Source: an optimization exercise on an open RTL-to-GDS flow (aim: small area). Production flows keep margins and buffers that such runs may drop. The RTL was checked by simulation tests, not by an equivalence proof against the original design.

==> 08-27 <==
==> flow/design.v (excerpt) <==
module ym2149
(
	input      [7:0] I_DA,
	output reg [7:0] O_DA,
	output           O_DA_OE_L,
	input            I_A9_L,
	input            I_A8,
	input            I_BDIR,
	input            I_BC2,
	input            I_BC1,
	input            I_SEL_L,
	output reg [9:0] O_AUDIO,
	input      [7:0] I_IOA,
	output     [7:0] O_IOA,
	output           O_IOA_OE_L,
	input      [7:0] I_IOB,
	output     [7:0] O_IOB,
	output           O_IOB_OE_L,
	input            ENA,      
	input            RESET_L,
	input            CLK
);
==> flow/config.mk <==
export PLATFORM = sky130hd
export DESIGN_NAME = ym2149
export DESIGN_NICKNAME = ym2149
export VERILOG_FILES = /design/flow/design.v
export SDC_FILE = /design/flow/constraint.sdc
export NUM_CORES = 4
export LEC_CHECK = 0
export CAP_MARGIN = 25
export CELL_PAD_IN_SITES_DETAIL_PLACEMENT = 1
export CELL_PAD_IN_SITES_GLOBAL_PLACEMENT = 2
export CORE_MARGIN = 2
export CORE_UTILIZATION = 20
export CTS_BUF_LIST = sky130_fd_sc_hd__clkbuf_4 sky130_fd_sc_hd__clkbuf_8
export GPL_TIMING_DRIVEN = 0
export PLACE_DENSITY = 0.25
export SLEW_MARGIN = 20
export SYNTH_MEMORY_MAX_BITS = 65536
==> flow/constraint.sdc <==
create_clock -name core_clock -period 20.0 [get_ports {CLK}]
set_input_delay 4.0000 -clock core_clock [delete_from_list [all_inputs] [get_ports {CLK}]]
set_output_delay 4.0000 -clock core_clock [all_outputs]
set_load 0.01 [all_outputs]
standard.sh (not shown) runs the stock make flow with config.mk's settings and CLKGATE_MAP_FILE= SYNTH_SCRIPT=/design/flow/synth_recipe.tcl, a recipe that flattens the netlist after the stock synthesis.
==> flow/flow/run.sh <==
#!/bin/bash
# Own layout flow: the standard layout (standard.sh) with one change. Its synthesis
# (synth_recipe.tcl, ORFS's synth.tcl) maps the logic with the area-oriented ABC script
# flow/abc.script instead of ORFS's speed script, and keeps ABC from using the two cells
# with the smallest output load limits (a2111oi_0, o311ai_0), which the routed layout's
# wires can overload. Everything else, the registers included, is the standard synthesis
# and layout.
set -euo pipefail
W=$(pwd)
X="-dont_use sky130_fd_sc_hd__a2111oi_0 -dont_use sky130_fd_sc_hd__o311ai_0"
sed "s#log_cmd abc {\*}\$abc_args#log_cmd abc {*}[lreplace \$abc_args 1 1 $W/flow/abc.script] $X#" \
  "$FLOW_HOME/scripts/synth.tcl" > "$W/own_synth_body.tcl"
grep -q "flow/abc.script" "$W/own_synth_body.tcl"
sed "s#source \$::env(SCRIPTS_DIR)/synth.tcl#source $W/own_synth_body.tcl#" synth_recipe.tcl > "$W/own_synth.tcl"
grep -q "own_synth_body.tcl" "$W/own_synth.tcl"
bash standard.sh SYNTH_SCRIPT="$W/own_synth.tcl" finish > "$W/flow_make.log" 2>&1
==> flow/flow/abc.script <==
strash
&get -n
&dch -f
&nf -a -R 1000
&put
==> inputs of 01-23, as changes to 08-27 <==
CAP_MARGIN = 35   (was 25)
==> results_dict.tcl <==
set metrics [dict create \
    outcome "timing/DRC/antenna clean" \
    use_met3_pct 27.6 \
    min_period_ns 18.31 \
    place_inst 5434 \
    nClkBuffers 67 \
    fillers 14900 \
]
The numbers above come from 08-27.

==> results_dict.tcl <==
set metrics [dict create \
    outcome "timing/DRC/antenna clean" \
    min_period_ns 18.17 \
    fillers 14900 \
    top_usage_layer "met2" \
    seq_power_w 0.000546 \
    nClkBuffers 71 \
    grt_max_degree 77 \
]
The numbers above come from 01-23.


==> 08-18 <==
Another version of the RTL of ym2149 (not shown whole).
==> flow/config.mk <==
export PLATFORM = sky130hd
export DESIGN_NAME = ym2149
export DESIGN_NICKNAME = ym2149
export VERILOG_FILES = /design/flow/design.v
export SDC_FILE = /design/flow/constraint.sdc
export NUM_CORES = 4
export LEC_CHECK = 0
export CAP_MARGIN = 20
export CORE_MARGIN = 2
export CORE_UTILIZATION = 30
export CTS_BUF_LIST = sky130_fd_sc_hd__clkbuf_4 sky130_fd_sc_hd__clkbuf_8
export PLACE_DENSITY = 0.34
export SLEW_MARGIN = 20
export SYNTH_MEMORY_MAX_BITS = 65536
==> flow/constraint.sdc <==
create_clock -name core_clock -period 20.0 [get_ports {CLK}]
set_input_delay 4.0000 -clock core_clock [delete_from_list [all_inputs] [get_ports {CLK}]]
set_output_delay 4.0000 -clock core_clock [all_outputs]
set_load 0.01 [all_outputs]
==> flow/flow/run.sh <==
#!/bin/bash
# Own layout flow: the standard layout (standard.sh) with one change. Its synthesis
# (synth_recipe.tcl, ORFS's synth.tcl) maps the logic with the area-oriented ABC script
# flow/abc.script instead of ORFS's speed script. Everything else, the registers included,
# is the standard synthesis and layout.
set -euo pipefail
W=$(pwd)
sed "s#log_cmd abc {\*}\$abc_args#log_cmd abc {*}[lreplace \$abc_args 1 1 $W/flow/abc.script]#" \
  "$FLOW_HOME/scripts/synth.tcl" > "$W/own_synth_body.tcl"
grep -q "flow/abc.script" "$W/own_synth_body.tcl"
sed "s#source \$::env(SCRIPTS_DIR)/synth.tcl#source $W/own_synth_body.tcl#" synth_recipe.tcl > "$W/own_synth.tcl"
grep -q "own_synth_body.tcl" "$W/own_synth.tcl"
bash standard.sh SYNTH_SCRIPT="$W/own_synth.tcl" finish > "$W/flow_make.log" 2>&1
Scripts as last shown in full above: flow/flow/abc.script
==> inputs of 10-20, as changes to 08-18 <==
--- a/flow/design.v
+++ b/flow/design.v
@@ -1,11 +1,12 @@
 module ym2149_vol_table
 (
+	input             CLK,
 	input      [11:0] ADDR,
-	output     [9:0]  DATA
+	output reg [9:0]  DATA
 );
 	wire [7:0] k;
 	wire [9:0] v;
 	wire g_n100;
 	wire g_n101;
 	wire g_n103;
 	wire g_n104;
@@ -10429,15 +10430,16 @@
 	assign f_n4733 = f_n413 & ~f_n4720;
 	assign f_n4734 = ~f_n4732 & ~f_n4733;
 	assign f_n4735 = f_n4641 & f_n4701;
 	assign f_n4736 = f_n4716 & f_n4735;
 	assign f_n4737 = f_n4734 & f_n4736;
 	assign f_n4738 = f_n4420 & f_n4578;
 	assign v[0] = ~f_n4737 | ~f_n4738;
-	assign DATA = v;
+	always @(posedge CLK)
+		DATA <= v;
 endmodule
 module ym2149
 (
 	input      [7:0] I_DA,
 	output reg [7:0] O_DA,
 	output           O_DA_OE_L,
 	input            I_A9_L,
@@ -10458,16 +10460,15 @@
 	input            CLK
 );
 	reg  [3:0]  cnt_div;
 	reg         noise_div;
 	reg         ena_div;
 	reg         ena_div_noise;
 	reg  [16:0] poly17;
-	reg  [3:0]  addr;          
-	reg         addr_hi_zero;  
+	reg  [7:0]  addr;
 	reg         busctrl_addr;
 	reg         busctrl_we;
 	reg         busctrl_re;
 	reg  [7:0]  regs [0:15];
 	wire        env_reset;
 	reg  [7:0]  ioa_inreg;
 	reg  [7:0]  iob_inreg;
@@ -10476,56 +10477,51 @@
 	reg  [11:0] tone_gen_cnt [1:3];
 	reg  [3:1]  tone_gen_op;
 	reg  [15:0] env_gen_cnt;
 	reg         env_ena;
 	reg         env_hold;
 	reg         env_inc;
 	reg  [4:0]  env_vol;
-	wire [11:0] vol_table_in;
+	reg  [11:0] vol_table_in;
 	wire [9:0]  vol_table_out;
-	reg  [9:0]  vol_table_val;  
-	reg  [9:0]  vol_table_rd;   
 	integer i;
 	reg cs;
 	always @(*) begin
 		busctrl_addr = 1'b0;
 		busctrl_we = 1'b0;
 		busctrl_re = 1'b0;
-		cs = (I_A9_L == 1'b0) && (I_A8 == 1'b1) && addr_hi_zero;
+		cs = (I_A9_L == 1'b0) && (I_A8 == 1'b1) && (addr[7:4] == 4'b0000);
 		case({I_BDIR, I_BC2, I_BC1})
 			3'b001: busctrl_addr = 1'b1;
 			3'b011: busctrl_re = cs;
 			3'b100: busctrl_addr = 1'b1;
 			3'b110: busctrl_we = cs;
 			3'b111: busctrl_addr = 1'b1;
 			default: ;
 		endcase
 	end
 	assign O_DA_OE_L = ~busctrl_re;
 	always @(posedge CLK) begin
-		if(!RESET_L) begin
-			addr <= 4'd0;
-			addr_hi_zero <= 1'b1;
-		end else if(busctrl_addr) begin
-			addr <= I_DA[3:0];
-			addr_hi_zero <= (I_DA[7:4] == 4'b0000);
-		end
+		if(!RESET_L)
+			addr <= 8'd0;
+		else if(busctrl_addr)
+			addr <= I_DA;
 	end
 	always @(posedge CLK) begin
 		if(!RESET_L) begin
 			for(i = 0; i < 16; i = i + 1)
 				regs[i] <= 8'd0;
 		end else if(busctrl_we)
-			regs[addr] <= I_DA;
+			regs[addr[3:0]] <= I_DA;
 	end
-	assign env_reset = busctrl_we && (addr == 4'hD);
+	assign env_reset = busctrl_we && (addr[3:0] == 4'hD);
 	always @(*) begin
 		O_DA = 8'hFF;
 		if(busctrl_re) begin
-			case(addr)
+			case(addr[3:0])
 				4'h0: O_DA = regs[0];
 				4'h1: O_DA = {4'b0000, regs[1][3:0]};
 				4'h2: O_DA = regs[2];
 				4'h3: O_DA = {4'b0000, regs[3][3:0]};
 				4'h4: O_DA = regs[4];
 				4'h5: O_DA = {4'b0000, regs[5][3:0]};
 				4'h6: O_DA = {3'b000, regs[6][4:0]};
@@ -10679,35 +10675,38 @@
 			end
 		end
 	end
 	wire [2:0] chan_mixed;
 	assign chan_mixed[0] = (regs[7][0] | tone_gen_op[1]) & (regs[7][3] | noise_gen_op);
 	assign chan_mixed[1] = (regs[7][1] | tone_gen_op[2]) & (regs[7][4] | noise_gen_op);
 	assign chan_mixed[2] = (regs[7][2] | tone_gen_op[3]) & (regs[7][5] | noise_gen_op);
-	assign vol_table_in[3:0]  = chan_mixed[0] ? ((regs[8][4] == 1'b0) ? regs[8][3:0] : env_vol[4:1]) : 4'h0;
-	assign vol_table_in[7:4]  = chan_mixed[1] ? ((regs[9][4] == 1'b0) ? regs[9][3:0] : env_vol[4:1]) : 4'h0;
-	assign vol_table_in[11:8] = chan_mixed[2] ? ((regs[10][4] == 1'b0) ? regs[10][3:0] : env_vol[4:1]) : 4'h0;
+	always @(posedge CLK) begin
+		if(!RESET_L)
+			vol_table_in <= 12'h000;
+		else if(ENA) begin
+			vol_table_in <= 12'h000;
+			if(chan_mixed[0])
+				vol_table_in[3:0] <= (regs[8][4] == 1'b0) ? regs[8][3:0] : env_vol[4:1];
+			if(chan_mixed[1])
+				vol_table_in[7:4] <= (regs[9][4] == 1'b0) ? regs[9][3:0] : env_vol[4:1];
+			if(chan_mixed[2])
+				vol_table_in[11:8] <= (regs[10][4] == 1'b0) ? regs[10][3:0] : env_vol[4:1];
+		end
+	end
 	ym2149_vol_table u_vol_table
 	(
+		.CLK(CLK),
 		.ADDR(vol_table_in),
 		.DATA(vol_table_out)
 	);
 	always @(posedge CLK) begin
 		if(!RESET_L)
-			vol_table_val <= 10'd0;
-		else if(ENA)
-			vol_table_val <= vol_table_out;
-	end
-	always @(posedge CLK)
-		vol_table_rd <= vol_table_val;
-	always @(posedge CLK) begin
-		if(!RESET_L)
 			O_AUDIO <= 10'b0000000000;
 		else
-			O_AUDIO <= vol_table_rd;
+			O_AUDIO <= vol_table_out;
 	end
 	assign O_IOA = regs[14];
 	assign O_IOA_OE_L = ~regs[7][6];
 	assign O_IOB = regs[15];
 	assign O_IOB_OE_L = ~regs[7][7];
 	always @(posedge CLK) begin
 		ioa_inreg <= I_IOA;
==> flow/run.sh (new file) <==
#!/bin/bash
# synth_recipe.tcl (not shown) runs the flow's synth.tcl, then flattens the netlist and writes it again
# the make line also repeats each setting of config.mk as NAME=value (left out here)
make -C /OpenROAD-flow-scripts/flow DESIGN_CONFIG=/design/flow/config.mk WORK_HOME=/design/flow/orfs CLKGATE_MAP_FILE= SYNTH_SCRIPT=/design/flow/synth_recipe.tcl finish
- CORE_UTILIZATION: 30 -> 50
- PLACE_DENSITY: 0.34 -> 0.6
removed: flow/flow/run.sh
removed: flow/flow/abc.script
removed: flow/standard.sh
==> out/results.txt <==
Failed at -> global routing (5_1_grt)
DIE WIDTH -> 299 um
cts bufs inserted -> 45
placed cell areas -> 31100 um^2
tool error -> [ERROR GRT-0116] Global routing finished with congestion. Check the congestion regions in the DRC Viewer.
Commonest cells post-synth -> nand2_1, nor2_1, a21oi_1
outcome -> stopped before the end
hpwl dp -> 213 mm
mean post-synth cell area -> 6.90 um^2
Synth Area in XOR/XNOR -> 0.0168
Synth cell types -> 60
simple-gate portion of the synthesized area -> 0.288
-- figures above: 08-18

==> out/results.txt <==
hpwl dp -> 193 mm
tool error -> [ERROR GRT-0116] Global routing finished with congestion. Check the congestion regions in the DRC Viewer.
outcome -> stopped before the end
DIE WIDTH -> 254 um
mean post-synth cell area -> 6.96 um^2
simple-gate portion of the synthesized area -> 0.265
Failed at -> global routing (5_1_grt)
-- figures above: 10-20

==> separate check: timing with driven ports <==
The results above use ideal ports. As a check the final layouts listed here were re-extracted and re-timed, cells and wires unchanged.
Step 1 sets driving cells, clkbuf_16 on the clock port and buf_2 on the other inputs (assumed; they add their load-dependent delay and slew).
Step 2 also shifts input and output timing later by t, the mid clock arrival at the registers, as if the neighbouring blocks saw the same clock.
a / b / c = no drivers / after step 1 / after step 2; a / b = the first two.
run	t, ns	setup WS [ns]	clock arrival spread, ns
08-27	0.696	1.692 / 1.692 / 1.692	0.062 / 0.062
01-23	0.681	1.829 / 1.829 / 1.829	0.061 / 0.062
After both steps every run listed still meets setup and hold.
